This is an optimization exercise on Yosys and OpenROAD, whose aim is small area, not a production implementation.
Only simulation tests tie the RTL to the original design; equivalence was not proved.
The clock cells of runs 2 to 6 come from the design's own scripts or RTL, not from TritonCTS.
The clock port is modelled as an ideal driver, which makes a skipped or thinned clock tree look cheaper than it is; a real chip needs a root buffer or a tree.
No activity file was given, so power comes from the tool's default toggle rates.

File: flow/design.v
`timescale 1ns / 1ns
module hdmi_tmds_audio(
	input				clk_pixel,
	input				sys_nrst,
	input	[31 : 0]	hdmi_aud,
	output	[29:0]		tmds
);
	wire rst = !sys_nrst;
	genvar g;
	function automatic [7:0] ecc_step;
		input [7:0] e;
		input b;
		ecc_step = (e >> 1) ^ ((e[0] ^ b) ? 8'b10000011 : 8'd0);
	endfunction
	function automatic [7:0] ecc56;
		input [55:0] d;
		integer k;
		reg [7:0] e;
		begin
			e = 8'd0;
			for (k = 0; k < 56; k = k + 1)
				e = ecc_step(e, d[k]);
			ecc56 = e;
		end
	endfunction
	function automatic [7:0] ecc24;
		input [23:0] d;
		integer k;
		reg [7:0] e;
		begin
			e = 8'd0;
			for (k = 0; k < 24; k = k + 1)
				e = ecc_step(e, d[k]);
			ecc24 = e;
		end
	endfunction
	localparam [19:0] ACR_N = 20'd6144;
	localparam [19:0] ACR_CTS = 20'd48;
	localparam [55:0] ACR_SUB = {ACR_N[7:0], ACR_N[15:8], 4'd0, ACR_N[19:16], ACR_CTS[7:0], ACR_CTS[15:8], 4'd0, ACR_CTS[19:16], 8'd0};
	localparam [63:0] ACR_BCH = {ecc56(ACR_SUB), ACR_SUB};
	localparam [23:0] ACR_HDR = 24'h000001;
	localparam [31:0] ACR_HBCH = {ecc24(ACR_HDR), ACR_HDR};
	localparam [23:0] ASP_HDR = 24'h000F02;
	localparam [31:0] ASP_HBCH = {ecc24(ASP_HDR), ASP_HDR};
	localparam [7:0] ASP_HB = ecc24(24'h100000);
	localparam [7:0] K_L = ecc56(56'd3 << 50);
	localparam [7:0] K_R = ecc56(56'd3 << 54);
	function automatic [7:0] ecc_step2;
		input [7:0] e;
		input b0;
		input b1;
		ecc_step2 = ecc_step(ecc_step(e, b0), b1);
	endfunction
	function automatic [11:0] lfsr12;
		input integer n;
		integer k;
		reg [11:0] s;
		begin
			s = 12'd0;
			for (k = 0; k < n; k = k + 1)
				s = {s[10:0], ~(s[11] ^ s[5] ^ s[3] ^ s[0])};
			lfsr12 = s;
		end
	endfunction
	function automatic [5:0] lfsr6;
		input integer n;
		integer k;
		reg [5:0] s;
		begin
			s = 6'd0;
			for (k = 0; k < n; k = k + 1)
				s = {s[4:0], ~(s[5] ^ s[4])};
			lfsr6 = s;
		end
	endfunction
	localparam [11:0] XO = 12'd22;
	localparam [10:0] YO = 11'd0;
	reg [11:0] qx;
	reg [10:0] py;
	wire qx_end = qx == 12'd2199 + XO;
	always @(posedge clk_pixel)
		if (rst) begin
			qx <= 12'd2198 + XO;
			py <= 11'd1124 + YO;
		end else begin
			qx <= qx_end ? XO : qx + 12'd1;
			if (qx_end)
				py <= (py == 11'd1124 + YO) ? YO : py + 11'd1;
		end
	wire active_line = (py >= YO) && (py < 11'd1080 + YO);
	wire pre_line = active_line || (py == 11'd1124 + YO);
	wire v_data = active_line && (qx < 12'd1920 + XO);
	wire v_guard = pre_line && (qx >= 12'd2198 + XO);
	wire v_pre = pre_line && (qx >= 12'd2190 + XO) && (qx < 12'd2198 + XO);
	wire di_pre = (qx >= 12'd1920 + XO) && (qx < 12'd1928 + XO);
	wire di_guard = ((qx >= 12'd1928 + XO) && (qx < 12'd1930 + XO)) || ((qx >= 12'd2154 + XO) && (qx < 12'd2156 + XO));
	wire island = (qx >= 12'd1930 + XO) && (qx < 12'd2154 + XO);
	wire hsync = (qx >= 12'd2007 + XO) && (qx < 12'd2051 + XO);
	wire vsync = ((py == 11'd1084 + YO) && (qx >= 12'd2007 + XO)) || ((py >= 11'd1085 + YO) && (py <= 11'd1088 + YO)) || ((py == 11'd1089 + YO) && (qx < 12'd2007 + XO));
	localparam [11:0] SC_END = lfsr12(3093);
	reg [11:0] sc;
	reg [15:0] smp;
	wire smp_take = sc == SC_END;
	always @(posedge clk_pixel)
		if (rst || smp_take)
			sc <= 12'd0;
		else
			sc <= {sc[10:0], ~(sc[11] ^ sc[5] ^ sc[3] ^ sc[0])};
	always @(posedge clk_pixel)
		if (rst)
			smp <= 16'd0;
		else if (smp_take)
			smp <= hdmi_aud[31:16];
	wire [4:0] c = qx[4:0];                
	wire slot_last = c == 5'd31;
	wire slot_start = slot_last && (qx >= 12'd1929 + XO) && (qx < 12'd2153 + XO);
	wire slot_end = slot_last && (qx >= 12'd1961 + XO) && (qx <= 12'd2153 + XO);
	reg [2:0] ac;
	reg acr_pend;
	reg slot_acr;
	wire ac_wrap = (ac == 3'd0) && (qx[2:0] == 3'd6);       
	always @(posedge clk_pixel) begin
		if (rst)
			ac <= 3'd0;
		else if (qx[2:0] == 3'd3)
			ac <= (ac == 3'd5) ? 3'd0 : ac + 3'd1;
		if (rst)
			acr_pend <= 1'b1;
		else
			acr_pend <= (acr_pend && !slot_start) ^ ac_wrap;
		if (slot_start)
			slot_acr <= acr_pend;
	end
	localparam [5:0] FQ_END = lfsr6(47);
	reg [5:0] fq;
	always @(posedge clk_pixel)
		if (rst || (slot_end && !slot_acr && fq == FQ_END))
			fq <= 6'd0;
		else if (slot_end && !slot_acr)
			fq <= {fq[4:0], ~(fq[5] ^ fq[4])};
	reg [15:0] smp_old;
	reg sw1, sw3;                           
	always @(posedge clk_pixel) begin
		if (c == 5'd3 + XO[4:0])
			smp_old <= {smp[11:0], smp[15:12]};
		else
			smp_old <= {smp_old[1:0], smp_old[15:2]};
		if (slot_last) begin
			sw1 <= sc == lfsr12(5);
			sw3 <= (sc == lfsr12(5)) || (sc == lfsr12(3));
		end
	end
	wire samp_ph = (c[4:3] == 2'b10) || ((c[4] == 1'b0) && ((c[3:2] == 2'b01) || (c[3:2] == 2'b10)));
	wire par_lo = c[4:2] == 3'b001 || c[4:2] == 3'b010;    
	wire par_ph = (c == 5'd25) || (c == 5'd27);
	wire ecc_ph = c[4:2] == 3'b111;
	wire [2:0] bi = {c[2] ^ !c[4], c[1:0]};
	wire [1:0] b_old = c[4] ? smp_old[9:8] : smp_old[1:0];
	wire [1:0] b_new = {smp[{bi, 1'b1}], smp[{bi, 1'b0}]};
	reg [7:0] e_old, e_new;
	reg p_old, p_new;
	wire [1:0] s_old = samp_ph ? b_old : ecc_ph ? e_old[1:0] : {par_ph & p_old, 1'b0};
	wire [1:0] s_new = samp_ph ? b_new : ecc_ph ? e_new[1:0] : {par_ph & p_new, 1'b0};
	always @(posedge clk_pixel) begin
		e_old <= ecc_step2(e_old, s_old[0], s_old[1]);
		e_new <= ecc_step2(e_new, s_new[0], s_new[1]);
		if (slot_last) begin
			p_old <= 1'b0;
			p_new <= 1'b0;
		end else if (par_lo) begin
			p_old <= p_old ^ b_old[0] ^ b_old[1];
			p_new <= p_new ^ b_new[0] ^ b_new[1];
		end
	end
	localparam [5:0] FQ0 = lfsr6(0);
	localparam [5:0] FQ5 = lfsr6(5);
	localparam [5:0] FQ6 = lfsr6(6);
	localparam [5:0] FQ8 = lfsr6(8);
	wire q0 = fq == FQ0;
	wire q5 = fq == FQ5;
	wire q68 = (fq == FQ6) || (fq == FQ8);
	wire [3:0] cs_l = {1'b0, q0, q68, q5};
	wire [3:0] cs_r = {1'b0, q0, q5 || q68, 1'b0};
	wire [2:0] ei = {c[1:0], 1'b0};
	wire [1:0] st_old = s_old;
	wire [1:0] st_new = s_new;
	wire [1:0] st12 = sw1 ? st_new : st_old;
	wire [1:0] st3 = sw3 ? st_new : st_old;
	wire [7:0] st = {st3, st12, st12, st_old};
	wire [1:0] add_l = (c == 5'd25) ? 2'b11 : ecc_ph ? {K_L[ei + 3'd1], K_L[ei]} : 2'b00;
	wire [1:0] add_r = (c == 5'd27) ? 2'b11 : ecc_ph ? {K_R[ei + 3'd1], K_R[ei]} : 2'b00;
	wire [1:0] acr_bits = {ACR_BCH[{c, 1'b1}], ACR_BCH[{c, 1'b0}]};
	wire [3:0] sub_even, sub_odd;
	generate
		for (g = 0; g < 4; g = g + 1) begin : subpkt
			wire [1:0] bits = slot_acr ? acr_bits : st[2 * g +: 2] ^ (add_l & {2{cs_l[g]}}) ^ (add_r & {2{cs_r[g]}});
			assign sub_even[g] = bits[0];
			assign sub_odd[g] = bits[1];
		end
	endgenerate
	wire hdr_bit = slot_acr ? ACR_HBCH[c] : (ASP_HBCH[c] ^ (q0 && ((c == 5'd20) || (c[4:3] == 2'b11 && ASP_HB[c[2:0]]))));
	wire [2:0] mode = di_guard ? 3'd4 : island ? 3'd3 : v_guard ? 3'd2 : v_data ? 3'd1 : 3'd0;
	reg [3:0] dz;                           
	reg [2:0] dn;                           
	always @(posedge clk_pixel)
		if (mode != 3'd1) begin
			dz <= 4'd0;
			dn <= 3'd0;
		end else begin
			dz <= (dz == 4'd8) ? 4'd0 : dz + 4'd1;
			dn <= (dn == 3'd6) ? 3'd0 : dn + 3'd1;
		end
	wire neg_z = dz[0];
	wire neg_n = (dn == 3'd1) || (dn == 3'd2) || (dn == 3'd4) || (dn == 3'd6);
	wire line0 = py == YO;
	wire line1079 = py == 11'd1079 + YO;
	wire [2:0] vbit = {qx == XO, line0, (qx == 12'd1919 + XO) || line1079};
	wire [2:0] vneg = {neg_z, line0 ? neg_n : neg_z, line1079 ? neg_n : neg_z};
	reg [2:0] mode_r;
	reg [2:0] d0_r;
	reg [3:0] d1_r, d2_r;
	always @(posedge clk_pixel) begin
		mode_r <= mode;
		d0_r <= (mode == 3'd1) ? {1'b0, vneg[0], vbit[0]} : (mode == 3'd2) ? 3'b000 : {hdr_bit || (mode == 3'd4), vsync, hsync};
		d1_r <= (mode == 3'd1) ? {2'b00, vneg[1], vbit[1]} : (mode == 3'd0) ? {3'b000, v_pre || di_pre} : sub_even;
		d2_r <= (mode == 3'd1) ? {2'b00, vneg[2], vbit[2]} : (mode == 3'd0) ? {3'b000, di_pre} : (mode == 3'd2) ? 4'b1000 : sub_odd;
	end
	function automatic [9:0] terc4;
		input [3:0] d;
		case (d)
			4'b0000: terc4 = 10'b1010011100;
			4'b0001: terc4 = 10'b1001100011;
			4'b0010: terc4 = 10'b1011100100;
			4'b0011: terc4 = 10'b1011100010;
			4'b0100: terc4 = 10'b0101110001;
			4'b0101: terc4 = 10'b0100011110;
			4'b0110: terc4 = 10'b0110001110;
			4'b0111: terc4 = 10'b0100111100;
			4'b1000: terc4 = 10'b1011001100;
			4'b1001: terc4 = 10'b0100111001;
			4'b1010: terc4 = 10'b0110011100;
			4'b1011: terc4 = 10'b1011000110;
			4'b1100: terc4 = 10'b1010001110;
			4'b1101: terc4 = 10'b1001110001;
			4'b1110: terc4 = 10'b0101100011;
			default: terc4 = 10'b1011000011;
		endcase
	endfunction
	function automatic [9:0] ctl;
		input [1:0] d;
		case (d)
			2'b00: ctl = 10'b1101010100;
			2'b01: ctl = 10'b0010101011;
			2'b10: ctl = 10'b0101010100;
			default: ctl = 10'b1010101011;
		endcase
	endfunction
	function automatic [9:0] vid;
		input [1:0] d;    
		case (d)
			2'b00: vid = 10'b0100000000;
			2'b01: vid = 10'b1000000000;
			2'b10: vid = 10'b1111111111;
			default: vid = 10'b0011111111;
		endcase
	endfunction
	function automatic [9:0] enc;
		input [2:0] m;
		input [3:0] d;
		input [9:0] vguard;
		input [9:0] dguard;
		case (m)
			3'd0: enc = ctl(d[1:0]);
			3'd1: enc = vid(d[1:0]);
			3'd2: enc = vguard;
			3'd3: enc = terc4(d);
			default: enc = dguard;
		endcase
	endfunction
	assign tmds[9:0] = (mode_r == 3'd0) ? ctl(d0_r[1:0]) : (mode_r == 3'd1) ? vid(d0_r[1:0]) : terc4({1'b1, d0_r});
	assign tmds[19:10] = (mode_r == 3'd0) ? ctl(d1_r[1:0]) : (mode_r == 3'd1) ? vid(d1_r[1:0]) : (mode_r == 3'd3) ? terc4(d1_r) : 10'b0100110011;
	assign tmds[29:20] = (mode_r == 3'd0) ? ctl(d2_r[1:0]) : (mode_r == 3'd1) ? vid(d2_r[1:0]) : (mode_r == 3'd4) ? 10'b0100110011 : terc4(d2_r);
endmodule
File: flow/flow/run.sh
#!/bin/bash
# Own layout flow: the standard synthesis, then the combinational logic of
# that netlist re-mapped with a stronger ABC script (registers untouched), then
# the standard layout from floorplan to finish on the re-mapped netlist.
set -euo pipefail
here=$(pwd)
res=$here/orfs/results/$FLOW_PLATFORM/hdmi_tmds_audio/base
yosys_bin=$FLOW_HOME/../tools/install/yosys/bin/yosys
lib=$FLOW_HOME/platforms/$FLOW_PLATFORM/lib/sky130_fd_sc_hd__tt_025C_1v80.lib

bash standard.sh synth > $here/log_1_standard_synth.log 2>&1

cp $res/1_2_yosys.v $here/std_synth.v
LIB=$lib IN_V=$here/std_synth.v OUT_V=$here/resynth.v TOP=$FLOW_TOP \
  ABC_SCRIPT=$here/flow/resynth.abc DELAY_PS=$(awk "BEGIN{print int($FLOW_PERIOD_NS*1000)}") \
  $yosys_bin -c $here/flow/resynth.tcl > $here/log_2_resynth.log 2>&1
cp $here/resynth.v $res/1_2_yosys.v
rm -f $res/1_synth.odb $res/1_synth.sdc

# clock tree without dummy loads; the smallest buffer on the ports
bash standard.sh \
  "CTS_ARGS=-sink_clustering_enable -repair_clock_nets -dont_use_dummy_load -buf_list sky130_fd_sc_hd__clkbuf_8 -sink_clustering_size 40 -sink_clustering_max_diameter 100" \
  "BUFFER_PORTS_ARGS=-buffer_cell sky130_fd_sc_hd__buf_1" \
  finish > $here/log_3_standard_layout.log 2>&1
File: flow/flow/resynth.abc
strash
&get -n
&deepsyn -T 20
&put
strash
&get -n
&dch -f
&nf -R 1000
&put
File: flow/flow/resynth.tcl
# Re-map the combinational logic of the standard synthesis netlist with ABC.
# Flip-flops are kept as black-box instances, so their names and cell types
# are exactly those of the standard synthesis.
set lib $::env(LIB)
yosys read_liberty -ignore_miss_func $lib
yosys read_verilog $::env(IN_V)
yosys hierarchy -top $::env(TOP)
foreach m [list dfxtp_1 dfxtp_2 dfxtp_4 edfxtp_1 dfrtp_1 dfrtp_2 dfrtp_4 dfstp_1 dfstp_2 dfstp_4 dfbbn_1 dfbbp_1 dfrtn_1 conb_1] {
  catch { yosys blackbox sky130_fd_sc_hd__$m }
}
yosys flatten
yosys opt -purge
set dont_use {}
foreach c {probe_p_8 probec_p_8 lpflow_*} { lappend dont_use -dont_use sky130_fd_sc_hd__$c }
yosys abc -liberty $lib -D $::env(DELAY_PS) -script $::env(ABC_SCRIPT) {*}$dont_use
yosys opt_clean -purge
# define every library cell again so that the checks know their pin directions
yosys read_liberty -lib -nooverwrite $lib
yosys hilomap -singleton -hicell sky130_fd_sc_hd__conb_1 HI -locell sky130_fd_sc_hd__conb_1 LO
yosys check -assert -mapped
yosys stat -liberty $lib
yosys write_verilog -noattr -nohex -nodec $::env(OUT_V)
File: flow/standard.sh
#!/bin/bash
# synth_recipe.tcl (not shown) runs the flow's synth.tcl, then flattens the netlist and writes it again
# the make line also repeats each setting of config.mk as NAME=value (left out here)
make -C /OpenROAD-flow-scripts/flow DESIGN_CONFIG=/design/flow/config.mk WORK_HOME=/design/flow/orfs CLKGATE_MAP_FILE= SYNTH_SCRIPT=/design/flow/synth_recipe.tcl "${@:-finish}"
File: flow/config.mk
export PLATFORM = sky130hd
export DESIGN_NAME = hdmi_tmds_audio
export DESIGN_NICKNAME = hdmi_tmds_audio
export VERILOG_FILES = /design/flow/design.v
export SDC_FILE = /design/flow/constraint.sdc
export NUM_CORES = 4
export LEC_CHECK = 0
export CAP_MARGIN = 20
export CORE_MARGIN = 2
export CORE_UTILIZATION = 40
export CTS_BUF_LIST = sky130_fd_sc_hd__clkbuf_8
export CTS_CLUSTER_DIAMETER = 100
export CTS_CLUSTER_SIZE = 40
export SLEW_MARGIN = 20
File: flow/constraint.sdc
create_clock -name core_clock -period 6.7 [get_ports {clk_pixel}]
set_input_delay 1.3400 -clock core_clock [delete_from_list [all_inputs] [get_ports {clk_pixel}]]
set_output_delay 1.3400 -clock core_clock [all_outputs]
set_load 0.01 [all_outputs]
==> metrics.md, run 1 <==
| Metric | Value |
|---|---|
| Tightest Pin Transition | between 1000 and 1500 ps |
| Mapped Area | 5316 um^2 |
| RSZ-0062 raised after global routing | no |
| Die Wd | around 120 um |
| Diodes inserted | 0 |
| Core Area | 13090 um^2 |
| Peak VDD IR | 0.1409 mV |
| First-pass GRT wire length | around 21000 um |
| Pwr/cell area | just over 300 nW/um^2 |
| Max clock buf depth | 2 |
| Synthesized netlist cell count | 604 |
| Yosys warnings | 1 |
| Hold buffer count at cts | 0 |
| Min Tclk post-route | 4384 ps |
| ANT nets after route | 0 |
| Max H-tree Level | 4 |
| Clock Root Buffer | clkbuf_8 |
| Latest clock arrival within the worst-skew pair | 430 ps |
| Period Utilization, post-route | 65.43% |
| PortBufs | 47 |
| Peak Freq | 228.1 MHz |
| Placed cells | 828 |
| Worst hold stages | 0 |
| Final Max Tran Viols | 0 |
| CP max FO | 14 |
| Final cell count without fillers | 845 |
| Vias/cell | 5.589 |
| Placer Congestion | approximately 0.9 |
| Clk pin slew, worst setup/hold paths | roughly 60 ps |
| Min-delay src | e_new[4]$_DFF_P_ |
| Total global routing track utilization | 18.40% |
| 1st-iter DRT viols | ~380 |
| # fillers | 1298 |
| Num rows | 42 |
| Tightest Hold Check Type | reg -> reg |
| Die Area | 14230 um^2 |
| Cell count of the worst reg-to-reg path | 12 |
| Net Count, Synth | 638 |
| Post-route DRC violation count | 0 |
| Die Ht | about 120 um |
| I/O pins | 64 |
| Max_slew headroom | between 30% and 40% |
| Starting Density | between 40% and 50% |
| Vias in the first global route | 4417 |
| Antenna violations before repair | 0 |
| Startpoint Class | flop |
| Fin Setup TNS | 0 ps |
| Post-Route WL | 12540 um |
| Reg-to-reg setup timing slack | between 3000 and 4000 ps |
| Critical path class | reg -> out |
| Hold Fails Final Rpt | 0 |
| Outcome | complete, no violations |
| DR WL/cell | 14.84 um |
| R2r endpoint | py[10]$_SDFFE_PN1N_ |
| Max-Cap Viols | 0 |
| CP arrival | 3040 ps |
| GR Overflow Total | 0 |
| Pin count of the biggest net entering global routing | 35 |
| Fin nets | 705 |
| Clk_skew | around 17 ps |
| Crit. End Element | primary output |
| Vias | 4723 |
| Final HPWL DP | around 9000 um |
| RR Startpoint | qx[9]$_SDFF_PP0_ |
| Syn-to-layout area delta | 12.05% |
| Fraction of layout cells with a size suffix above 1 | 2.840% |
| Leakage | 0.002276 uW |
| Postcts setup bufs | 0 |
| CTS tree | built |
| Syn Area/Cell | 8.802 um^2 |
| Required @ worst endpoint | 5360 ps |
| Endpoints failing setup | 0 |
| Hold EP | e_new[2]$_DFF_P_ |
| 1st-pass router iterations | 5 |
| Cts bufs inserted | 17 |
| Fin Hold WS | 320.8 ps |
| Sink Count | 119 |
| PostCTS Resize Cnt | 0 |
## power breakdown
| part | switching [uW] | leakage, uW | internal, uW |
|---|---|---|---|
| Combinational | 337 | 0.00118 | 203 |
| Clock | 228 | 0.000122 | 222 |
| Sequential | 78.0 | 0.000974 | 788 |
## per-stage QoR
step	cell area, um^2	total power, uW	utilization, %	worst slack (ps)
4_1_cts	5957	1872	45.53	2311
6_report	5957	1855	45.53	2316
3_3_place_gp	5720	1402	43.72	2850
3_5_place_dp	5723	1419	43.74	2792
5_1_grt	5957	1983	45.53	1953
2_1_floorplan	5316	1243	-	3015
## flip-flops by register name, indices dropped and copies added (netlist names), 6 cells and up
| signal | flops |
|---|---|
| smp | 16 |
| smp_old | 16 |
| qx | 12 |
| sc | 12 |
| py | 11 |
| e_new | 8 |
| e_old | 8 |
| fq | 6 |
## cell type report
type	instances	area, um^2	area share, %
multi-input combinational	476	2873	48.23
timing repair buffer	48	183.9	3.088
sequential	119	2412	40.50
clock buffer	17	234.0	3.928
tap	176	220.2	3.697
inverter	9	33.78	0.5671
## critical path, cell delays in order (launching register included)
cell,delay (ps)
dfxtp_1,350
nor2_1,650
and2_0,490
a22oi_1,220
nand2b_1,160
a21o_1,120
o21a_1,150
o21ai_0,120
o31ai_1,200
buf_1,170
## worst max-delay path by stage
stage | cells after the start | end | startpoint
finish | 9 | tmds[1] | mode_r[1]$_DFF_P_
global route | 9 | tmds[1] | mode_r[1]$_DFF_P_
CTS | 9 | tmds[1] | mode_r[1]$_DFF_P_
detailed placement | 9 | tmds[1] | mode_r[1]$_DFF_P_
global placement | 9 | tmds[1] | mode_r[1]$_DFF_P_
floorplan | 8 | tmds[1] | mode_r[1]$_DFF_P_
## layer usage
layer  GRT usage, %  share of wire [%]  routed length, um
met3          5.220                5.7                718
met2          28.77                 46               5735
met1          23.52                 46               5789
met4          8.408                2.3                292
met5              0                  0                  0
## cells in the final DEF (no fill, tap or decap), drive strengths merged, types with 3 or more instances in the layout
| master | n |
|---|---|
| nand2b | 11 |
| xnor2 | 15 |
| o22ai | 8 |
| clkbuf | 17 |
| dfxtp | 116 |
| or4 | 3 |
| nand3 | 25 |
| nand4 | 9 |
| o21ai | 37 |
| nor2b | 12 |
| a31oi | 5 |
| nor2 | 56 |
| nor3 | 15 |
| a22o | 21 |
| o31ai | 3 |
| xor2 | 13 |
| a21boi | 6 |
| nor4 | 6 |
| mux2 | 16 |
| a21oi | 39 |
| o211ai | 6 |
| and3 | 14 |
| a22oi | 10 |
| o21a | 6 |
| a211oi | 5 |
| and2 | 22 |
| nand2 | 67 |
| or3 | 3 |
| buf | 48 |
| nor3b | 6 |
| edfxtp | 3 |
| a21o | 5 |
| clkinv | 9 |
| or2 | 3 |
==> inputs of run 2 (changes only) <==
--- a/flow/flow/run.sh
+++ b/flow/flow/run.sh
@@ -17,8 +17,8 @@
 cp $here/resynth.v $res/1_2_yosys.v
 rm -f $res/1_synth.odb $res/1_synth.sdc
 
-# clock tree without dummy loads; the smallest buffer on the ports
+# own clock tree (flow/mycts.tcl); the smallest buffer on the ports
 bash standard.sh \
-  "CTS_ARGS=-sink_clustering_enable -repair_clock_nets -dont_use_dummy_load -buf_list sky130_fd_sc_hd__clkbuf_8 -sink_clustering_size 40 -sink_clustering_max_diameter 100" \
+  "PRE_CTS_TCL=$here/flow/mycts.tcl" \
   "BUFFER_PORTS_ARGS=-buffer_cell sky130_fd_sc_hd__buf_1" \
   finish > $here/log_3_standard_layout.log 2>&1
==> flow/flow/mycts.tcl (new file) <==
# Sourced by ORFS's CTS step before clock_tree_synthesis (PRE_CTS_TCL): build
# a two-level clock tree here (port -> root buffer -> 8 leaf buffers, each
# leaf driving the flip-flops of one eighth of the placement) and let the
# step's own clock_tree_synthesis call only mark the clock as propagated.
source [file join [file dirname [info script]] mytree.tcl]
my_clock_tree 8 sky130_fd_sc_hd__clkbuf_8 sky130_fd_sc_hd__clkbuf_8
rename clock_tree_synthesis tritoncts_not_used
proc clock_tree_synthesis { args } {
  set_propagated_clock [all_clocks]
  puts "clock tree built by flow/mycts.tcl"
}
==> flow/flow/mytree.tcl (new file) <==
# Manual clock tree: the clock port drives NLEAF leaf buffers, each driving
# the flip-flops of one region of the placement (split at coordinate medians).
proc my_clock_tree { nleaf bufname {rootname ""} } {
  set block [ord::get_db_block]
  set db [ord::get_db]
  set clknet [$block findNet clk_pixel]
  set master [$db findMaster $bufname]
  set sinks {}
  foreach it [$clknet getITerms] {
    set inst [$it getInst]
    set loc [$inst getLocation]
    lappend sinks [list $it [lindex $loc 0] [lindex $loc 1]]
  }
  # recursive median split, alternating x and y
  set groups [list $sinks]
  set axis 1
  while {[llength $groups] < $nleaf} {
    set new {}
    foreach g $groups {
      set s [lsort -integer -index $axis $g]
      set h [expr {[llength $s] / 2}]
      lappend new [lrange $s 0 [expr {$h - 1}]] [lrange $s $h end]
    }
    set groups $new
    set axis [expr {3 - $axis}]
  }
  set src $clknet
  if {$rootname ne ""} {
    # a root buffer between the port and the leaves, at the centre of the sinks
    set rx 0; set ry 0
    foreach e $sinks { set rx [expr {$rx + [lindex $e 1]}]; set ry [expr {$ry + [lindex $e 2]}] }
    set root [odb::dbInst_create $block [$db findMaster $rootname] "clkroot"]
    set src [odb::dbNet_create $block "clknet_root"]
    $src setSigType CLOCK
    [$root findITerm A] connect $clknet
    [$root findITerm X] connect $src
    $root setLocation [expr {$rx / [llength $sinks]}] [expr {$ry / [llength $sinks]}]
    $root setPlacementStatus PLACED
  }
  set i 0
  foreach g $groups {
    set sx 0; set sy 0
    foreach e $g { set sx [expr {$sx + [lindex $e 1]}]; set sy [expr {$sy + [lindex $e 2]}] }
    set n [llength $g]
    set inst [odb::dbInst_create $block $master "clkleaf_$i"]
    set net [odb::dbNet_create $block "clknet_leaf_$i"]
    $net setSigType CLOCK
    [$inst findITerm A] connect $src
    [$inst findITerm X] connect $net
    foreach e $g { set it [lindex $e 0]; $it disconnect; $it connect $net }
    $inst setLocation [expr {$sx / $n}] [expr {$sy / $n}]
    $inst setPlacementStatus PLACED
    incr i
  }
  puts "my_clock_tree: $nleaf leaves of $bufname"
}
==> metrics.md, run 2 <==
| Metric | Value |
|---|---|
| Outcome | complete, no violations |
| Total global routing track utilization | 17.07% (-1.3 points) |
| Period Utilization, post-route | 65.17% (-0.25 points) |
| Starting Density | 40.63% (unchanged) |
| Min Tclk post-route | 4367 ps (-16.85 ps) |
| Tightest Hold Check Type | reg -> reg |
| Biggest regs | smp (16), smp_old (16) |
| Reg-to-reg setup timing slack | 3490 ps (-20 ps) |
| Pin count of the biggest net entering global routing | 35 (unchanged) |
| Syn-to-layout area delta | 9.979% |
| PostCTS Resize Cnt | 0 (unchanged) |
| RSZ-0062 raised after global routing | no |
| Placer Congestion | 0.8995 (unchanged) |
| Hold Fails Final Rpt | 0 (unchanged) |
| Pwr/cell area | 296.2 nW/um^2 (-4.9%) |
| Hold buffer count at cts | 0 (unchanged) |
| Num rows | 42 (unchanged) |
| DR WL/cell | 14.80 um (-0.22%) |
| Vias | 4668 (-1.2%) |
| Critical path class | reg -> out |
| Vias/cell | 5.577 (-0.22%) |
| Max stage delay on crit path | 650 ps (about the same) |
| Final Max Tran Viols | 0 (unchanged) |
| Fin Setup TNS | 0 ps (unchanged) |
| Syn Area/Cell | 8.802 um^2 (unchanged) |
| Crit. End Element | primary output |
| Vias in the first global route | 4337 (-1.8%) |
| Clk pin slew, worst setup/hold paths | 90 ps (+30 ps) |
| Yosys warnings | 1 (unchanged) |
| Die Area | 14230 um^2 (unchanged) |
| Fraction of layout cells with a size suffix above 1 | 1.664% (-1.2 points) |
| Leakage | 0.002218 uW (-2.5%) |
| Mapped Area | 5316 um^2 (unchanged) |
| Die Wd | 119.3 um (unchanged) |
| Antenna violations before repair | 0 (unchanged) |
| Fin nets | 697 (-1.1%) |
| Post-route DRC violation count | 0 (unchanged) |
| Fin Hold WS | 331.8 ps (+11.01 ps) |
| Postcts setup bufs | 0 (unchanged) |
| Post-Route WL | 12390 um (-1.2%) |
| Required @ worst endpoint | 5360 ps (about the same) |
| ANT nets after route | 0 (unchanged) |
| RR Startpoint | qx[9]$_SDFF_PP0_ |
| Highest-count cells in the layout ignoring fill and taps | dfxtp_1 (116), nand2_1 (67), nor2_1 (56) |
| Max_slew headroom | 32.04% (+0.067 points) |
| Met3 GRT Util | 2.059% (-3.2 points) |
| GR Overflow Total | 0 (unchanged) |
| Core Area | 13090 um^2 (unchanged) |
| Tightest Pin Transition | 1019 ps (-1.010 ps) |
| Die Ht | 119.3 um (unchanged) |
| Hold EP | e_old[5]$_DFF_P_ |
| Peak Freq | 229.0 MHz (+0.39%) |
| CP max FO | 14 (unchanged) |
| GR Util met1 | 23.37% (-0.15 points) |
| Min-delay src | e_old[7]$_DFF_P_ |
| Diodes inserted | 0 (unchanged) |
| Cell count of the worst reg-to-reg path | 12 (unchanged) |
| 1st-pass router iterations | 5 (unchanged) |
| Net Count, Synth | 638 (unchanged) |
| Endpoints failing setup | 0 (unchanged) |
| Peak VDD IR | 0.1469 mV (+4.3%) |
| 1st-iter DRT viols | 361 (-4.0%) |
| Worst hold stages | 0 (unchanged) |
| First-pass GRT wire length | 21030 um (-0.94%) |
| Critical path's slowest cell | nor2_1 |
| Latest clock arrival within the worst-skew pair | 380 ps (-50 ps) |
| Final HPWL DP | 9246 um (unchanged) |
| PortBufs | 47 (unchanged) |
| I/O pins | 64 (unchanged) |
| Synthesized netlist cell count | 604 (unchanged) |
| CP arrival | 3030 ps (about the same) |
| Max-Cap Viols | 0 (unchanged) |
| Clk_skew | 10.69 ps (-5.910 ps) |
| GRT met2 Usage | 28.77% (unchanged) |
| R2r endpoint | py[10]$_SDFFE_PN1N_ |
| CP Cell Sequence | nor2_1, and2_0, a22oi_1, nand2b_1, a21o_1, o21a_1, o21ai_0, o31ai_1, buf_1 |
| Gr busiest metal | met2 |
| Commonest non-fill, non-tap cell in the layout | dfxtp_1 |
| Startpoint Class | flop |
## run 2: layout make-up
cell class	instances	area (um^2)
multi-input combinational	476	2873
buffer	9	123.9
fill	1302	7238
timing repair buffer	48	183.9
sequential	119	2412
tap	176	220.2
inverter	9	33.78
## run 2: layer usage
metal	vias to the layer above	part of all wire, %
met4	0	2.6
met1	2145	46
met2	140	45
met3	24	5.5
li1	2359	-
met5	-	0
## run 2: critical path: cells and delay by family, from the launching register on
kind	cells	cell delay [ps]
AO/OA/AOI/OAI	5	810
buffers and inverters	1	170
flip-flops	1	370
AND/OR/NAND/NOR	3	1300
## run 2: report_power, final
| group | leakage (uW) | total, uW | internal, uW | switching, uW |
|---|---|---|---|---|
| Sequential | 0.000974 | 864 | 786 | 77.9 |
| Clock | 0.0000647 | 328 | 121 | 207 |
| Combinational | 0.00118 | 540 | 203 | 337 |
## run 2: worst max-delay path by stage
| stage | slack [ps] | startpoint | endpoint | cells after the start |
|---|---|---|---|---|
| after floorplan | 3020 | mode_r[1]$_DFF_P_ | tmds[1] | 8 |
| after global placement | 2850 | mode_r[1]$_DFF_P_ | tmds[1] | 9 |
| after detailed placement | 2790 | mode_r[1]$_DFF_P_ | tmds[1] | 9 |
| after CTS | 2330 | mode_r[1]$_DFF_P_ | tmds[1] | 9 |
| after global routing | 1980 | mode_r[1]$_DFF_P_ | tmds[1] | 9 |
| final | 2330 | mode_r[1]$_DFF_P_ | tmds[1] | 9 |
## run 2: metrics by stage
| stage | setup WS (ps) | area, um^2 | total power, uW | util (%) | cells |
|---|---|---|---|---|---|
| 2_1_floorplan | 3015 | 5316 | 1243 | - | 604 |
| 3_3_place_gp | 2850 | 5720 | 1402 | 43.72 | 828 |
| 3_5_place_dp | 2792 | 5723 | 1419 | 43.74 | 828 |
| 4_1_cts | 2326 | 5847 | 1751 | 44.68 | 837 |
| 5_1_grt | 1979 | 5847 | 1853 | 44.68 | 837 |
| 6_report | 2333 | 5847 | 1732 | 44.68 | 837 |
==> inputs of run 3 (changes only) <==
--- a/flow/design.v
+++ b/flow/design.v
@@ -74,21 +74,20 @@
 		end
 	endfunction
 	localparam [11:0] XO = 12'd22;
-	localparam [10:0] YO = 11'd0;
 	reg [11:0] qx;
 	reg [10:0] py;
 	wire qx_end = qx == 12'd2199 + XO;
 	always @(posedge clk_pixel)
 		if (rst) begin
 			qx <= 12'd2198 + XO;
-			py <= 11'd1124 + YO;
+			py <= 11'd1124;
 		end else begin
 			qx <= qx_end ? XO : qx + 12'd1;
 			if (qx_end)
-				py <= (py == 11'd1124 + YO) ? YO : py + 11'd1;
-		end
-	wire active_line = (py >= YO) && (py < 11'd1080 + YO);
-	wire pre_line = active_line || (py == 11'd1124 + YO);
+				py <= (py == 11'd1124) ? 11'd0 : py + 11'd1;
+		end
+	wire active_line = py < 11'd1080;
+	wire pre_line = active_line || (py == 11'd1124);
 	wire v_data = active_line && (qx < 12'd1920 + XO);
 	wire v_guard = pre_line && (qx >= 12'd2198 + XO);
 	wire v_pre = pre_line && (qx >= 12'd2190 + XO) && (qx < 12'd2198 + XO);
@@ -96,7 +95,7 @@
 	wire di_guard = ((qx >= 12'd1928 + XO) && (qx < 12'd1930 + XO)) || ((qx >= 12'd2154 + XO) && (qx < 12'd2156 + XO));
 	wire island = (qx >= 12'd1930 + XO) && (qx < 12'd2154 + XO);
 	wire hsync = (qx >= 12'd2007 + XO) && (qx < 12'd2051 + XO);
-	wire vsync = ((py == 11'd1084 + YO) && (qx >= 12'd2007 + XO)) || ((py >= 11'd1085 + YO) && (py <= 11'd1088 + YO)) || ((py == 11'd1089 + YO) && (qx < 12'd2007 + XO));
+	wire vsync = ((py == 11'd1084) && (qx >= 12'd2007 + XO)) || ((py >= 11'd1085) && (py <= 11'd1088)) || ((py == 11'd1089) && (qx < 12'd2007 + XO));
 	localparam [11:0] SC_END = lfsr12(3093);
 	reg [11:0] sc;
 	reg [15:0] smp;
@@ -159,11 +158,11 @@
 	wire [1:0] b_new = {smp[{bi, 1'b1}], smp[{bi, 1'b0}]};
 	reg [7:0] e_old, e_new;
 	reg p_old, p_new;
-	wire [1:0] s_old = samp_ph ? b_old : ecc_ph ? e_old[1:0] : {par_ph & p_old, 1'b0};
-	wire [1:0] s_new = samp_ph ? b_new : ecc_ph ? e_new[1:0] : {par_ph & p_new, 1'b0};
-	always @(posedge clk_pixel) begin
-		e_old <= ecc_step2(e_old, s_old[0], s_old[1]);
-		e_new <= ecc_step2(e_new, s_new[0], s_new[1]);
+	wire [1:0] s_old = samp_ph ? b_old : {par_ph & p_old, 1'b0};
+	wire [1:0] s_new = samp_ph ? b_new : {par_ph & p_new, 1'b0};
+	always @(posedge clk_pixel) begin
+		e_old <= ecc_ph ? {2'b00, e_old[7:2]} : ecc_step2(e_old, s_old[0], s_old[1]);
+		e_new <= ecc_ph ? {2'b00, e_new[7:2]} : ecc_step2(e_new, s_new[0], s_new[1]);
 		if (slot_last) begin
 			p_old <= 1'b0;
 			p_new <= 1'b0;
@@ -182,8 +181,8 @@
 	wire [3:0] cs_l = {1'b0, q0, q68, q5};
 	wire [3:0] cs_r = {1'b0, q0, q5 || q68, 1'b0};
 	wire [2:0] ei = {c[1:0], 1'b0};
-	wire [1:0] st_old = s_old;
-	wire [1:0] st_new = s_new;
+	wire [1:0] st_old = ecc_ph ? e_old[1:0] : s_old;
+	wire [1:0] st_new = ecc_ph ? e_new[1:0] : s_new;
 	wire [1:0] st12 = sw1 ? st_new : st_old;
 	wire [1:0] st3 = sw3 ? st_new : st_old;
 	wire [7:0] st = {st3, st12, st12, st_old};
@@ -212,8 +211,8 @@
 		end
 	wire neg_z = dz[0];
 	wire neg_n = (dn == 3'd1) || (dn == 3'd2) || (dn == 3'd4) || (dn == 3'd6);
-	wire line0 = py == YO;
-	wire line1079 = py == 11'd1079 + YO;
+	wire line0 = py == 11'd0;
+	wire line1079 = py == 11'd1079;
 	wire [2:0] vbit = {qx == XO, line0, (qx == 12'd1919 + XO) || line1079};
 	wire [2:0] vneg = {neg_z, line0 ? neg_n : neg_z, line1079 ? neg_n : neg_z};
 	reg [2:0] mode_r;
==> metrics.md, run 3 <==
| Metric | Value |
|---|---|
| Outcome | complete, no violations |
| WP buf/inv | 1 (unchanged) |
| Critical path's slowest cell | dfxtp_1 |
| Crit path max-delay family | compound AO/OA/AOI/OAI gates |
| I/O pins | 64 (unchanged) |
| CP max FO | 13 (-1) |
| Synthesized netlist cell count | 610 (+0.99%) |
| Crit. End Element | primary output |
| Peak VDD IR | 0.1817 mV (+24%) |
| Placed cell areas | 5729 um^2 (+0.11%) |
| 1st-iter DRT viols | 350 (-3.0%) |
| ANT nets after route | 0 (unchanged) |
| Total global routing track utilization | 16.54% (-0.52 points) |
| Clk pin slew, worst setup/hold paths | 90 ps (about the same) |
| DR WL/cell | 14.31 um (-3.3%) |
| Peak Freq | 247.7 MHz (+8.2%) |
| Placer Congestion | 0.8564 (-4.8%) |
| Vias in the first global route | 4386 (+1.1%) |
| Syn-to-layout area delta | 10.18% |
| Syn Area/Cell | 8.721 um^2 (-0.91%) |
| CP arrival | 2700 ps (-330 ps) |
| Yosys warnings | 1 (unchanged) |
| Vias/cell | 5.484 (-1.7%) |
| Antenna violations before repair | 0 (unchanged) |
| Mapped Area | 5320 um^2 (about the same) |
| Diodes inserted | 0 (unchanged) |
| Startpoint Class | flop |
| Starting Density | 40.50% (-0.13 points) |
| Die Area | 14240 um^2 (about the same) |
| Biggest regs | smp (16), smp_old (16) |
| Latest clock arrival within the worst-skew pair | 380 ps (about the same) |
| Post-route DRC violation count | 0 (unchanged) |
| Net Count, Synth | 644 (+0.94%) |
| Die Wd | 119.3 um (about the same) |
| Die Ht | 119.3 um (about the same) |
| Critical path class | reg -> out |
| Final Max Tran Viols | 0 (unchanged) |
| Postcts setup bufs | 0 (unchanged) |
| Fin Setup TNS | 0 ps (unchanged) |
| Vias | 4623 (-0.96%) |
| RSZ-0062 raised after global routing | no |
| Pwr/cell area | 306.4 nW/um^2 (+3.4%) |
| Endpoints failing setup | 0 (unchanged) |
| Clk_skew | 18.62 ps (+7.934 ps) |
| Max-Cap Viols | 0 (unchanged) |
| Post-Layout Inst Area | 5862 um^2 (+0.26%) |
| CP Cell Sequence | nor2_1, xor2_1, nand2_1, o21ai_0, a21boi_0, a211o_1, o21ai_0, a21oi_1, buf_1 |
| Pin count of the biggest net entering global routing | 35 (unchanged) |
| Hold Fails Final Rpt | 0 (unchanged) |
| Fin nets | 703 (+0.86%) |
| Required @ worst endpoint | 5360 ps (about the same) |
| GR Overflow Total | 0 (unchanged) |
| Highest-count cells in the layout ignoring fill and taps | dfxtp_1 (116), nor2_1 (73), a21oi_1 (62) |
| Core Area | 13140 um^2 (+0.40%) |
| First-pass GRT wire length | 20420 um (-2.9%) |
| Cell mode on critical path | o21ai_0 |
| Max stage delay on crit path | 560 ps (-90 ps) |
| Num rows | 42 (unchanged) |
| Min Tclk post-route | 4037 ps (-330.1 ps) |
| Fraction of layout cells with a size suffix above 1 | 1.799% (+0.13 points) |
| Leakage | 0.002216 uW (about the same) |
| Hold buffer count at cts | 0 (unchanged) |
| Final HPWL DP | 8939 um (-3.3%) |
| Tightest Pin Transition | 871.0 ps (-147.8 ps) |
| PortBufs | 47 (unchanged) |
| Commonest non-fill, non-tap cell in the layout | dfxtp_1 |
| 1st-pass router iterations | 5 (unchanged) |
| Tightest Hold Check Type | reg -> reg |
| Max_slew headroom | 41.81% (+9.8 points) |
| # fillers | 1321 (+1.5%) |
| Period Utilization, post-route | 60.25% (-4.9 points) |
| Post-Route WL | 12070 um (-2.6%) |
| PostCTS Resize Cnt | 0 (unchanged) |
-- run 3: worst register-to-register path, stage by stage, from the launching register on --
cell,delay (ps)
dfxtp_1,570
nor2b_1,760
and3_1,530
and3_1,260
and2_0,250
and3_1,260
and3_1,250
and3_1,250
and3_1,170
o31ai_1,60
-- run 3: cell type report --
| class | count | area, um^2 | area share, % |
|---|---|---|---|
| Buffer | 9 | 123.9 | 2.113 |
| Inverter | 10 | 37.54 | 0.6403 |
| Timing Repair Buffer | 48 | 183.9 | 3.138 |
| Tap cell | 176 | 220.2 | 3.757 |
| Multi-Input combinational cell | 481 | 2884 | 49.20 |
| Sequential cell | 119 | 2412 | 41.15 |
-- run 3: worst paths after layout --
| path | start | endpoint | slack (ps) | cells after the start |
|---|---|---|---|---|
| max | d2_r[0]$_DFF_P_ | tmds[24] | 2660 | 9 |
| max reg2reg | qx[0]$_SDFF_PP0_ | py[10]$_SDFFE_PN1N_ | 3210 | 9 |
| min | e_old[5]$_DFF_P_ | e_old[3]$_DFF_P_ | 330 | 0 |
| min reg2reg | e_old[5]$_DFF_P_ | e_old[3]$_DFF_P_ | 330 | 0 |
-- run 3: power by group --
| group | switching [uW] | internal, uW |
|---|---|---|
| Combinational | 386 | 226 |
| Sequential | 78.5 | 777 |
| Clock | 207 | 121 |
-- run 3: metrics by stage --
stage	setup slack (ps)	std cells	util (%)	total power, uW	hold WS [ps]
floorplan	3278	610	-	1288	309.6
global placement	3205	834	43.61	1466	313.1
detailed placement	3092	834	43.61	1477	313.5
CTS	2682	843	44.55	1805	330.3
global route	2409	843	44.62	1927	338.5
finish	2663	843	44.62	1796	326.1
-- run 3: per-layer routing --
metal	share of wire, %	GRT usage, %	routed length, um
met5	0	0	0
met4	2.4	3.382	286
met3	4.9	1.485	587
met2	47	30.68	5638
met1	46	20.89	5552
==> inputs of run 4 (changes only) <==
--- a/flow/flow/run.sh
+++ b/flow/flow/run.sh
@@ -1,7 +1,14 @@
 #!/bin/bash
-# Own layout flow: the standard synthesis, then the combinational logic of
-# that netlist re-mapped with a stronger ABC script (registers untouched), then
-# the standard layout from floorplan to finish on the re-mapped netlist.
+# Own layout flow:
+#  1. the standard synthesis (standard.sh synth);
+#  2. the combinational logic of that netlist re-mapped by ABC with a stronger
+#     script (flow/resynth.tcl, flow/resynth.abc); the flip-flops stay the
+#     standard synthesis's instances, names and cell types;
+#  3. the standard layout from floorplan to finish on the re-mapped
+#     netlist, with two changes: the clock tree is built by flow/mycts.tcl
+#     (port -> one root buffer -> 8 leaf buffers) instead of TritonCTS, and
+#     the port buffers are buf_1.
+# Each tool's full output goes to a log_*.log file in the work folder.
 set -euo pipefail
 here=$(pwd)
 res=$here/orfs/results/$FLOW_PLATFORM/hdmi_tmds_audio/base
--- a/flow/config.mk
+++ b/flow/config.mk
@@ -8,7 +8,4 @@
 export CAP_MARGIN = 20
 export CORE_MARGIN = 2
 export CORE_UTILIZATION = 40
-export CTS_BUF_LIST = sky130_fd_sc_hd__clkbuf_8
-export CTS_CLUSTER_DIAMETER = 100
-export CTS_CLUSTER_SIZE = 40
 export SLEW_MARGIN = 20
==> metrics.md, run 4 <==
| Metric | Value |
|---|---|
| Outcome | complete, no violations |
| Tot Pwr | 1796 uW (unchanged) |
| Endpoints failing setup | 0 (unchanged) |
| Pin count of the biggest net entering global routing | 35 (unchanged) |
| Synthesized netlist cell count | 610 (unchanged) |
| Total global routing track utilization | 16.54% (unchanged) |
| Yosys warnings | 1 (unchanged) |
| Required @ worst endpoint | 5360 ps (about the same) |
| Highest-count cells in the layout ignoring fill and taps | dfxtp_1 (116), nor2_1 (73), a21oi_1 (62) |
| CP max FO | 13 (unchanged) |
| Commonest non-fill, non-tap cell in the layout | dfxtp_1 |
| Crit. End Element | primary output |
| Die Wd | 119.3 um (unchanged) |
| Tightest Hold Check Type | reg -> reg |
| Fin Setup TNS | 0 ps (unchanged) |
| Fin nets | 703 (unchanged) |
| First-pass GRT wire length | 20420 um (unchanged) |
| ANT nets after route | 0 (unchanged) |
| Peak Freq | 247.7 MHz (unchanged) |
| Antenna violations before repair | 0 (unchanged) |
| Startpoint Class | flop |
| Num rows | 42 (unchanged) |
| Reg area | 2412 um^2 (unchanged) |
| Tightest Pin Transition | 871.0 ps (unchanged) |
| Die Ht | 119.3 um (unchanged) |
| PostCTS Resize Cnt | 0 (unchanged) |
| Post-route DRC violation count | 0 (unchanged) |
| Core Area | 13140 um^2 (unchanged) |
| Post-Route WL | 12070 um (unchanged) |
| Die Area | 14240 um^2 (unchanged) |
| Diodes inserted | 0 (unchanged) |
| Pwr/cell area | 306.4 nW/um^2 (unchanged) |
| Clk_skew | 18.62 ps (unchanged) |
| Peak VDD IR | 0.1817 mV (unchanged) |
| Latest clock arrival within the worst-skew pair | 380 ps (about the same) |
| Hold Fails Final Rpt | 0 (unchanged) |
| CP arrival | 2700 ps (about the same) |
| Postcts setup bufs | 0 (unchanged) |
| Final Max Tran Viols | 0 (unchanged) |
| Syn Area/Cell | 8.721 um^2 (unchanged) |
| Vias | 4623 (unchanged) |
| Leakage | 0.002216 uW (unchanged) |
| 1st-pass router iterations | 5 (unchanged) |
| Syn-to-layout area delta | 10.18% (unchanged) |
| Vias/cell | 5.484 (unchanged) |
| Max_slew headroom | 41.81% (unchanged) |
| Mapped Area | 5320 um^2 (unchanged) |
| Clk pin slew, worst setup/hold paths | 90 ps (about the same) |
| DR WL/cell | 14.31 um (unchanged) |
| Area of the multi-input gates | 2884 um^2 (unchanged) |
| Hold buffer count at cts | 0 (unchanged) |
| Critical path class | reg -> out |
| Biggest regs | smp (16), smp_old (16) |
| # fillers | 1321 (unchanged) |
| RSZ-0062 raised after global routing | no |
| GR Overflow Total | 0 (unchanged) |
| Period Utilization, post-route | 60.25% (unchanged) |
| Max-Cap Viols | 0 (unchanged) |
| PortBufs | 47 (unchanged) |
| Placer Congestion | 0.8564 (unchanged) |
| Fraction of layout cells with a size suffix above 1 | 1.799% (unchanged) |
| Vias in the first global route | 4386 (unchanged) |
| Net Count, Synth | 644 (unchanged) |
| 1st-iter DRT viols | 350 (unchanged) |
| Min Tclk post-route | 4037 ps (unchanged) |
| I/O pins | 64 (unchanged) |
| Final HPWL DP | 8939 um (unchanged) |
| Starting Density | 40.50% (unchanged) |
==> run 4: worst max-delay path, cell delays in order (launching register included) <==
cell and delay (ps):
dfxtp_1 560, nor2_1 150, xor2_1 300, nand2_1 120, o21ai_0 210, a21boi_0 420, a211o_1 190, o21ai_0 70
a21oi_1 130, buf_1 160
==> run 4: power by group <==
group          switching [uW]  internal [uW]  total [uW]
sequential               78.5            777         855
combinational             386            226         612
clock                     207            121         329
total                     672           1120        1800
==> run 4: area by class of cell <==
class / count / area share, %
repair buffers: 48 / 3.138
flip-flops and latches: 119 / 41.15
well taps: 176 / 3.757
inverters: 10 / 0.6403
plain buffers: 9 / 2.113
multi-input cells: 481 / 49.20
==> run 4: worst paths after layout <==
check | slack (ps) | start | endpoint | depth (start not counted)
max | 2660 | d2_r[0]$_DFF_P_ | tmds[24] | 9
min | 330 | e_old[5]$_DFF_P_ | e_old[3]$_DFF_P_ | 0
max reg2reg | 3210 | qx[0]$_SDFF_PP0_ | py[10]$_SDFFE_PN1N_ | 9
min reg2reg | 330 | e_old[5]$_DFF_P_ | e_old[3]$_DFF_P_ | 0
==> run 4: metrics by stage <==
stage                     hold slack [ps]  utilization [%]  instance area [um^2]  instances  setup slack [ps]
after floorplan                     309.6                -                  5320        610              3278
after global routing                338.5            44.62                  5862        843              2409
final                               326.1            44.62                  5862        843              2663
after global placement              313.1            43.61                  5729        834              3205
after CTS                           330.3            44.55                  5853        843              2682
after detailed placement            313.5            43.61                  5729        834              3092
==> run 4: per-layer routing <==
metal,track usage [%],up-vias,wire (um)
met5,0,-,0
met4,3.382,0,286
met3,1.485,21,587
met2,30.68,126,5638
met1,20.89,2140,5552
li1,-,2336,-
==> inputs of run 5 (changes only) <==
--- a/flow/design.v
+++ b/flow/design.v
@@ -199,51 +199,47 @@
 	endgenerate
 	wire hdr_bit = slot_acr ? ACR_HBCH[c] : (ASP_HBCH[c] ^ (q0 && ((c == 5'd20) || (c[4:3] == 2'b11 && ASP_HB[c[2:0]]))));
 	wire [2:0] mode = di_guard ? 3'd4 : island ? 3'd3 : v_guard ? 3'd2 : v_data ? 3'd1 : 3'd0;
-	reg [3:0] dz;                           
-	reg [2:0] dn;                           
-	always @(posedge clk_pixel)
-		if (mode != 3'd1) begin
-			dz <= 4'd0;
-			dn <= 3'd0;
-		end else begin
-			dz <= (dz == 4'd8) ? 4'd0 : dz + 4'd1;
-			dn <= (dn == 3'd6) ? 3'd0 : dn + 3'd1;
-		end
+	reg [2:0] mode_r;
+	reg [2:0] d0_r;
+	reg [3:0] d1_r, d2_r;
+	reg [1:0] dzl;
+	wire [3:0] dz = {d2_r[3:2], dzl};       
+	wire [2:0] dn = {d0_r[2], d1_r[3:2]};   
+	wire [3:0] dz_next = (dz == 4'd8) ? 4'd0 : dz + 4'd1;
+	wire [2:0] dn_next = (dn == 3'd6) ? 3'd0 : dn + 3'd1;
 	wire neg_z = dz[0];
 	wire neg_n = (dn == 3'd1) || (dn == 3'd2) || (dn == 3'd4) || (dn == 3'd6);
 	wire line0 = py == 11'd0;
 	wire line1079 = py == 11'd1079;
 	wire [2:0] vbit = {qx == XO, line0, (qx == 12'd1919 + XO) || line1079};
 	wire [2:0] vneg = {neg_z, line0 ? neg_n : neg_z, line1079 ? neg_n : neg_z};
-	reg [2:0] mode_r;
-	reg [2:0] d0_r;
-	reg [3:0] d1_r, d2_r;
 	always @(posedge clk_pixel) begin
 		mode_r <= mode;
-		d0_r <= (mode == 3'd1) ? {1'b0, vneg[0], vbit[0]} : (mode == 3'd2) ? 3'b000 : {hdr_bit || (mode == 3'd4), vsync, hsync};
-		d1_r <= (mode == 3'd1) ? {2'b00, vneg[1], vbit[1]} : (mode == 3'd0) ? {3'b000, v_pre || di_pre} : sub_even;
-		d2_r <= (mode == 3'd1) ? {2'b00, vneg[2], vbit[2]} : (mode == 3'd0) ? {3'b000, di_pre} : (mode == 3'd2) ? 4'b1000 : sub_odd;
-	end
+		dzl <= (mode == 3'd1) ? dz_next[1:0] : 2'd0;
+		d0_r <= (mode == 3'd1) ? {dn_next[2], vneg[0], vbit[0]} : (mode == 3'd2) ? 3'b000 : {hdr_bit || (mode == 3'd4), vsync, hsync};
+		d1_r <= (mode == 3'd1) ? {dn_next[1:0], vneg[1], vbit[1]} : (mode == 3'd0) ? {3'b000, v_pre || di_pre} : (mode == 3'd2) ? 4'b0000 : sub_even;
+		d2_r <= (mode == 3'd1) ? {dz_next[3:2], vneg[2], vbit[2]} : (mode == 3'd0) ? {3'b000, di_pre} : (mode == 3'd2) ? 4'b0000 : sub_odd;
+	end
+	localparam [159:0] TERC4 = {
+		10'b1011000011,
+		10'b0101100011,
+		10'b1001110001,
+		10'b1010001110,
+		10'b1011000110,
+		10'b0110011100,
+		10'b0100111001,
+		10'b1011001100,
+		10'b0100111100,
+		10'b0110001110,
+		10'b0100011110,
+		10'b0101110001,
+		10'b1011100010,
+		10'b1011100100,
+		10'b1001100011,
+		10'b1010011100};
 	function automatic [9:0] terc4;
 		input [3:0] d;
-		case (d)
-			4'b0000: terc4 = 10'b1010011100;
-			4'b0001: terc4 = 10'b1001100011;
-			4'b0010: terc4 = 10'b1011100100;
-			4'b0011: terc4 = 10'b1011100010;
-			4'b0100: terc4 = 10'b0101110001;
-			4'b0101: terc4 = 10'b0100011110;
-			4'b0110: terc4 = 10'b0110001110;
-			4'b0111: terc4 = 10'b0100111100;
-			4'b1000: terc4 = 10'b1011001100;
-			4'b1001: terc4 = 10'b0100111001;
-			4'b1010: terc4 = 10'b0110011100;
-			4'b1011: terc4 = 10'b1011000110;
-			4'b1100: terc4 = 10'b1010001110;
-			4'b1101: terc4 = 10'b1001110001;
-			4'b1110: terc4 = 10'b0101100011;
-			default: terc4 = 10'b1011000011;
-		endcase
+		terc4 = TERC4[10 * d +: 10];
 	endfunction
 	function automatic [9:0] ctl;
 		input [1:0] d;
@@ -278,5 +274,5 @@
 	endfunction
 	assign tmds[9:0] = (mode_r == 3'd0) ? ctl(d0_r[1:0]) : (mode_r == 3'd1) ? vid(d0_r[1:0]) : terc4({1'b1, d0_r});
 	assign tmds[19:10] = (mode_r == 3'd0) ? ctl(d1_r[1:0]) : (mode_r == 3'd1) ? vid(d1_r[1:0]) : (mode_r == 3'd3) ? terc4(d1_r) : 10'b0100110011;
-	assign tmds[29:20] = (mode_r == 3'd0) ? ctl(d2_r[1:0]) : (mode_r == 3'd1) ? vid(d2_r[1:0]) : (mode_r == 3'd4) ? 10'b0100110011 : terc4(d2_r);
+	assign tmds[29:20] = (mode_r == 3'd0) ? ctl(d2_r[1:0]) : (mode_r == 3'd1) ? vid(d2_r[1:0]) : (mode_r == 3'd2) ? 10'b1011001100 : (mode_r == 3'd4) ? 10'b0100110011 : terc4(d2_r);
 endmodule
==> metrics.md, run 5 <==
| Metric | Value |
|---|---|
| Post-Layout Inst Area | 5767 um^2 (-1.6%) |
| Fin Setup TNS | 0 ps (unchanged) |
| Placed cell areas | 5640 um^2 (-1.6%) |
| Leakage | 0.002194 uW (-1.0%) |
| Setup crit end | tmds[12] |
| Worst hold stages | 0 (unchanged) |
| R2r endpoint | d2_r[3]$_DFF_P_ |
| Max stage delay on crit path | 620 ps (+60 ps) |
| CP max FO | 13 (unchanged) |
| Period Utilization, post-route | 73.31% (+13 points) |
| Crit path max-delay family | simple AND/OR/NAND/NOR gates |
| Syn Area/Cell | 8.622 um^2 (-1.1%) |
| Die Ht | 118.4 um (-0.79%) |
| Hold buffer count at cts | 0 (unchanged) |
| Yosys warnings | 1 (unchanged) |
| Tightest Pin Transition | 1063 ps (+192.1 ps) |
| Peak VDD IR | 0.1070 mV (-41%) |
| Gr busiest metal | met2 |
| Placer Congestion | 0.8929 (+4.3%) |
| Reg area | 2312 um^2 (-4.1%) |
| I/O pins | 64 (unchanged) |
| Reg-to-reg setup timing slack | 3460 ps (+250 ps) |
| Max-Cap Viols | 0 (unchanged) |
| Clk pin slew, worst setup/hold paths | 100 ps (about the same) |
| CP Cell Sequence | nor2_1, nand3_1, nand2_1, a21o_1, nor2_1, nor3_1, o32a_1, nor2_1, a21o_1, a21oi_1, nand2_1, nor2_1, nor2_1, nor2_1, buf_1 |
| Commonest non-fill, non-tap cell in the layout | dfxtp_1 |
| Worst path depth | 15 (+6) |
| GR Util met1 | 23.15% (+2.3 points) |
| Required @ worst endpoint | 5360 ps (about the same) |
| Critical Path Source | mode_r[1]$_DFF_P_ |
| GRT met2 Usage | 28.32% (-2.4 points) |
| First-pass GRT wire length | 20140 um (-1.4%) |
| Final Max Tran Viols | 0 (unchanged) |
| Startpoint Class | flop |
| Latest clock arrival within the worst-skew pair | 390 ps (about the same) |
| Clk_skew | 15.36 ps (-3.257 ps) |
| 1st-pass router iterations | 5 (unchanged) |
| Critical path class | reg -> out |
| Final HPWL DP | 8877 um (-0.70%) |
| GR Overflow Total | 0 (unchanged) |
| Fin nets | 701 (-0.28%) |
| Post-route DRC violation count | 0 (unchanged) |
| CP arrival | 3570 ps (+870 ps) |
| Postcts setup bufs | 0 (unchanged) |
| Hold Fails Final Rpt | 0 (unchanged) |
| Post-Route WL | 12030 um (-0.28%) |
| PostCTS Resize Cnt | 0 (unchanged) |
| Total global routing track utilization | 16.48% (-0.060 points) |
| Vias | 4592 (-0.67%) |
| # fillers | 1311 (-0.76%) |
| Critical path's slowest cell | nor2_1 |
| Antenna violations before repair | 0 (unchanged) |
| Pin count of the biggest net entering global routing | 35 (unchanged) |
| Outcome | complete, no violations |
| Highest-count cells in the layout ignoring fill and taps | dfxtp_1 (111), nor2_1 (70), nand2_1 (65) |
| Min Tclk post-route | 4912 ps (+875.1 ps) |
| Num rows | 41 (-2.4%) |
| Synthesized netlist cell count | 607 (-0.49%) |
| Net Count, Synth | 641 (-0.47%) |
| Fraction of layout cells with a size suffix above 1 | 1.805% (+0.0054 points) |
| WP buf/inv | 1 (unchanged) |
| Pwr/cell area | 290.8 nW/um^2 (-5.1%) |
| Cell mode on critical path | nor2_1 |
| 1st-iter DRT viols | 381 (+8.9%) |
| Crit. End Element | primary output |
| Syn-to-layout area delta | 10.18% (about the same) |
| Met3 GRT Util | 1.496% (+0.011 points) |
| Endpoints failing setup | 0 (unchanged) |
| Area of the multi-input gates | 2890 um^2 (+0.22%) |
| RR Startpoint | qx[2]$_SDFF_PP1_ |
| Max_slew headroom | 27.29% (-15 points) |
| ANT nets after route | 0 (unchanged) |
| Biggest regs | smp (16), smp_old (16) |
| PortBufs | 47 (unchanged) |
| DR WL/cell | 14.38 um (+0.43%) |
| RSZ-0062 raised after global routing | no |
| Cell count of the worst reg-to-reg path | 7 (-2) |
| Diodes inserted | 0 (unchanged) |
| Mapped Area | 5234 um^2 (-1.6%) |
| Core Area | 12720 um^2 (-3.2%) |
| Die Wd | 118.4 um (-0.79%) |
| Vias in the first global route | 4168 (-5.0%) |
| Die Area | 14020 um^2 (-1.6%) |
| Starting Density | 41.14% (+0.64 points) |
| Tightest Hold Check Type | reg -> reg |
| Vias/cell | 5.486 (about the same) |
| Peak Freq | 203.6 MHz (-18%) |
[run 5: cell type report]
class,count,share of cell area (%)
inverter,9,0.5858
tap,172,3.732
sequential,114,40.10
timing repair buffer,49,3.320
buffer,9,2.148
multi-input combinational,484,50.12
[run 5: how the worst min path moves through the flow]
stage	startpoint	endpoint	slack, ps
3_3_place_gp	e_old[6]$_SDFF_PP0_	e_old[4]$_DFF_P_	310
6_report	e_new[7]$_SDFF_PP0_	e_new[5]$_DFF_P_	330
2_1_floorplan	e_new[4]$_DFF_P_	e_new[2]$_DFF_P_	310
3_5_place_dp	e_new[7]$_SDFF_PP0_	e_new[5]$_DFF_P_	310
4_1_cts	e_new[7]$_SDFF_PP0_	e_new[5]$_DFF_P_	330
5_1_grt	e_old[6]$_SDFF_PP0_	e_old[4]$_DFF_P_	340
[run 5: layer usage]
layer  vias up  routed length (um)  part of all wire (%)
met1      2155                5840                    49
met5         -                   0                     0
li1       2330                   -                     -
met2        93                5497                    46
met3        14                 535                   4.4
met4         0                 157                   1.3
[run 5: per-stage QoR]
stage	worst slack (ps)	std cells	util (%)	hold slack, ps	power, uW
2_1_floorplan	2713	607	-	309.6	1203
3_3_place_gp	2342	828	44.34	310.0	1356
4_1_cts	1799	837	45.31	334.8	1690
3_5_place_dp	2246	828	44.34	314.7	1369
6_report	1788	837	45.33	332.0	1677
5_1_grt	1477	837	45.33	343.0	1793
[run 5: power by group]
| group | switching (uW) | internal (uW) | total (uW) |
|---|---|---|---|
| logic | 334 | 196 | 530 |
| clock network | 199 | 121 | 320 |
| registers | 77.5 | 749 | 827 |
==> inputs of run 6 (changes only) <==
==> flow/flow/resynth.abc (replaced) <==
strash
&get -n
&deepsyn -T 20
&put
strash
&get -n
&dch -f
&nf -R 1000
&put
mfs3 -ae -R 4 -H 6
==> metrics.md, run 6 <==
| Metric | Value |
|---|---|
| Tightest Pin Transition | 957.9 ps (-105.2 ps) |
| I/O pins | 64 (unchanged) |
| Critical path class | reg -> out |
| Hold buffer count at cts | 0 (unchanged) |
| Hold Fails Final Rpt | 0 (unchanged) |
| Cell count of the worst reg-to-reg path | 12 (+5) |
| Fin Hold WS | 333.3 ps (+1.334 ps) |
| Crit. End Element | primary output |
| Period Utilization, post-route | 64.00% (-9.3 points) |
| Final HPWL DP | 8731 um (-1.6%) |
| Yosys warnings | 1 (unchanged) |
| Clk pin slew, worst setup/hold paths | 100 ps (about the same) |
| # fillers | 1298 (-0.99%) |
| Core Area | 12670 um^2 (-0.40%) |
| Post-Route WL | 11670 um (-3.0%) |
| PortBufs | 47 (unchanged) |
| Final Max Tran Viols | 0 (unchanged) |
| First-pass GRT wire length | 19510 um (-3.1%) |
| Peak Freq | 233.2 MHz (+15%) |
| ANT nets after route | 0 (unchanged) |
| Required @ worst endpoint | 5360 ps (about the same) |
| Mapped Area | 5194 um^2 (-0.77%) |
| Syn Area/Cell | 8.514 um^2 (-1.3%) |
| CP arrival | 2950 ps (-620 ps) |
| 1st-pass router iterations | 5 (unchanged) |
| Vias/cell | 5.427 (-1.1%) |
| Clk_skew | 15.40 ps (+0.03470 ps) |
| Leakage | 0.002176 uW (-0.81%) |
| Endpoints failing setup | 0 (unchanged) |
| Die Area | 13910 um^2 (-0.73%) |
| Syn-to-layout area delta | 10.26% (about the same) |
| Total global routing track utilization | 15.94% (-0.54 points) |
| Tightest Hold Check Type | reg -> reg |
| Post-route DRC violation count | 0 (unchanged) |
| Net Count, Synth | 644 (+0.47%) |
| Die Wd | 118.0 um (-0.37%) |
| Commonest non-fill, non-tap cell in the layout | dfxtp_1 |
| Latest clock arrival within the worst-skew pair | 390 ps (about the same) |
| Fin Setup TNS | 0 ps (unchanged) |
| Die Ht | 118.0 um (-0.37%) |
| Placer Congestion | 0.8747 (-2.0%) |
| GR Overflow Total | 0 (unchanged) |
| Min Tclk post-route | 4288 ps (-623.5 ps) |
| 1st-iter DRT viols | 301 (-21%) |
| Vias in the first global route | 4208 (+0.96%) |
| Antenna violations before repair | 0 (unchanged) |
| Max_slew headroom | 35.90% (+8.6 points) |
| Starting Density | 40.99% (-0.15 points) |
| Vias | 4559 (-0.72%) |
| Postcts setup bufs | 0 (unchanged) |
| Pwr/cell area | 304.3 nW/um^2 (+4.7%) |
| RSZ-0062 raised after global routing | no |
| Max-Cap Viols | 0 (unchanged) |
| Diodes inserted | 0 (unchanged) |
| Pin count of the biggest net entering global routing | 36 (+2.9%) |
| CP max FO | 16 (+3) |
| Peak VDD IR | 0.1747 mV (+63%) |
| Worst hold stages | 0 (unchanged) |
| Fraction of layout cells with a size suffix above 1 | 1.796% (-0.0081 points) |
| Biggest regs | smp (16), smp_old (16) |
| DR WL/cell | 13.90 um (-3.3%) |
| Outcome | complete, no violations |
| PostCTS Resize Cnt | 0 (unchanged) |
| Highest-count cells in the layout ignoring fill and taps | dfxtp_1 (111), nand2_1 (71), nor2_1 (66) |
| Synthesized netlist cell count | 610 (+0.49%) |
| Fin nets | 704 (+0.43%) |
| Num rows | 41 (unchanged) |
| Startpoint Class | flop |
run 6: path summary, 6_finish.rpt:
path,start,endpoint,slack (ps)
max reg2reg,qx[2]$_SDFF_PP1_,py[10]$_SDFFE_PN1N_,2930
min reg2reg,e_old[6]$_SDFF_PP0_,e_old[4]$_DFF_P_,330
max,mode_r[2]$_DFF_P_,tmds[4],2410
min,e_old[6]$_SDFF_PP0_,e_old[4]$_DFF_P_,330
run 6: power breakdown:
group          leakage (uW)  switching (uW)  internal (uW)
clock             0.0000647             204            121
combinational       0.00118             355            215
sequential         0.000933            89.2            758
run 6: layout make-up:
cell class,count,area (um^2),share of cell area [%]
Inverter,17,63.81,1.114
Tap cell,172,215.2,3.758
Sequential cell,114,2312,40.38
Multi-Input combinational cell,479,2820,49.25
Buffer,9,123.9,2.163
Timing Repair Buffer,49,191.4,3.343
run 6: worst max-delay path: stages (launching register included):
cell and delay [ps]:
dfxtp_1 370, nor2_1 760, clkinv_1 430, nor2_1 240
a21oi_1 90, a21oi_1 230, a21oi_1 110, a21oi_1 140
nor2_1 60, buf_1 140
run 6: per-stage QoR:
stage | instance area, um^2 | utilization (%) | power (uW) | worst slack, ps | instances
CTS | 5727 | 45.20 | 1757 | 2366 | 840
floorplan | 5194 | - | 1253 | 3257 | 610
global placement | 5600 | 44.20 | 1418 | 2866 | 831
finish | 5727 | 45.20 | 1743 | 2412 | 840
global route | 5727 | 45.20 | 1865 | 2077 | 840
detailed placement | 5603 | 44.22 | 1431 | 2816 | 831
run 6: routing by layer:
metal | vias to the layer above | track usage (%) | wire [um]
met5 | - | 0 | 0
met4 | 0 | 4.367 | 312
met3 | 21 | 1.502 | 508
met2 | 134 | 26.67 | 5102
met1 | 2070 | 21.96 | 5749
li1 | 2334 | - | -

==> static timing again, ports no longer ideal <==
How much do the figures lean on ideal ports? The routed layouts below were timed once more, with nothing changed but the port constraints. Step 1, drivers: a clkbuf_16 drives clk_pixel and a buf_2 each remaining input, both assumed. Step 2, shift: input delay + t, output delay - t, t = (earliest + latest rising clock arrival at the registers) / 2. This alone moves slack from input paths to output paths. Three values: no drivers, after step 1, after step 2; two values: the first two.
| run | t, ns | slack for setup (ns) |
|---|---|---|
| run 1 | 0.460 | 2.316 / 2.282 / 2.742 |
| run 2 | 0.408 | 2.333 / 2.303 / 2.711 |
| run 3 | 0.405 | 2.663 / 2.633 / 3.038 |
| run 4 | 0.405 | 2.663 / 2.633 / 3.038 |
| run 5 | 0.413 | 1.788 / 1.756 / 2.169 |
| run 6 | 0.410 | 2.412 / 2.381 / 2.791 |
After both steps setup and hold are still met in every run listed.
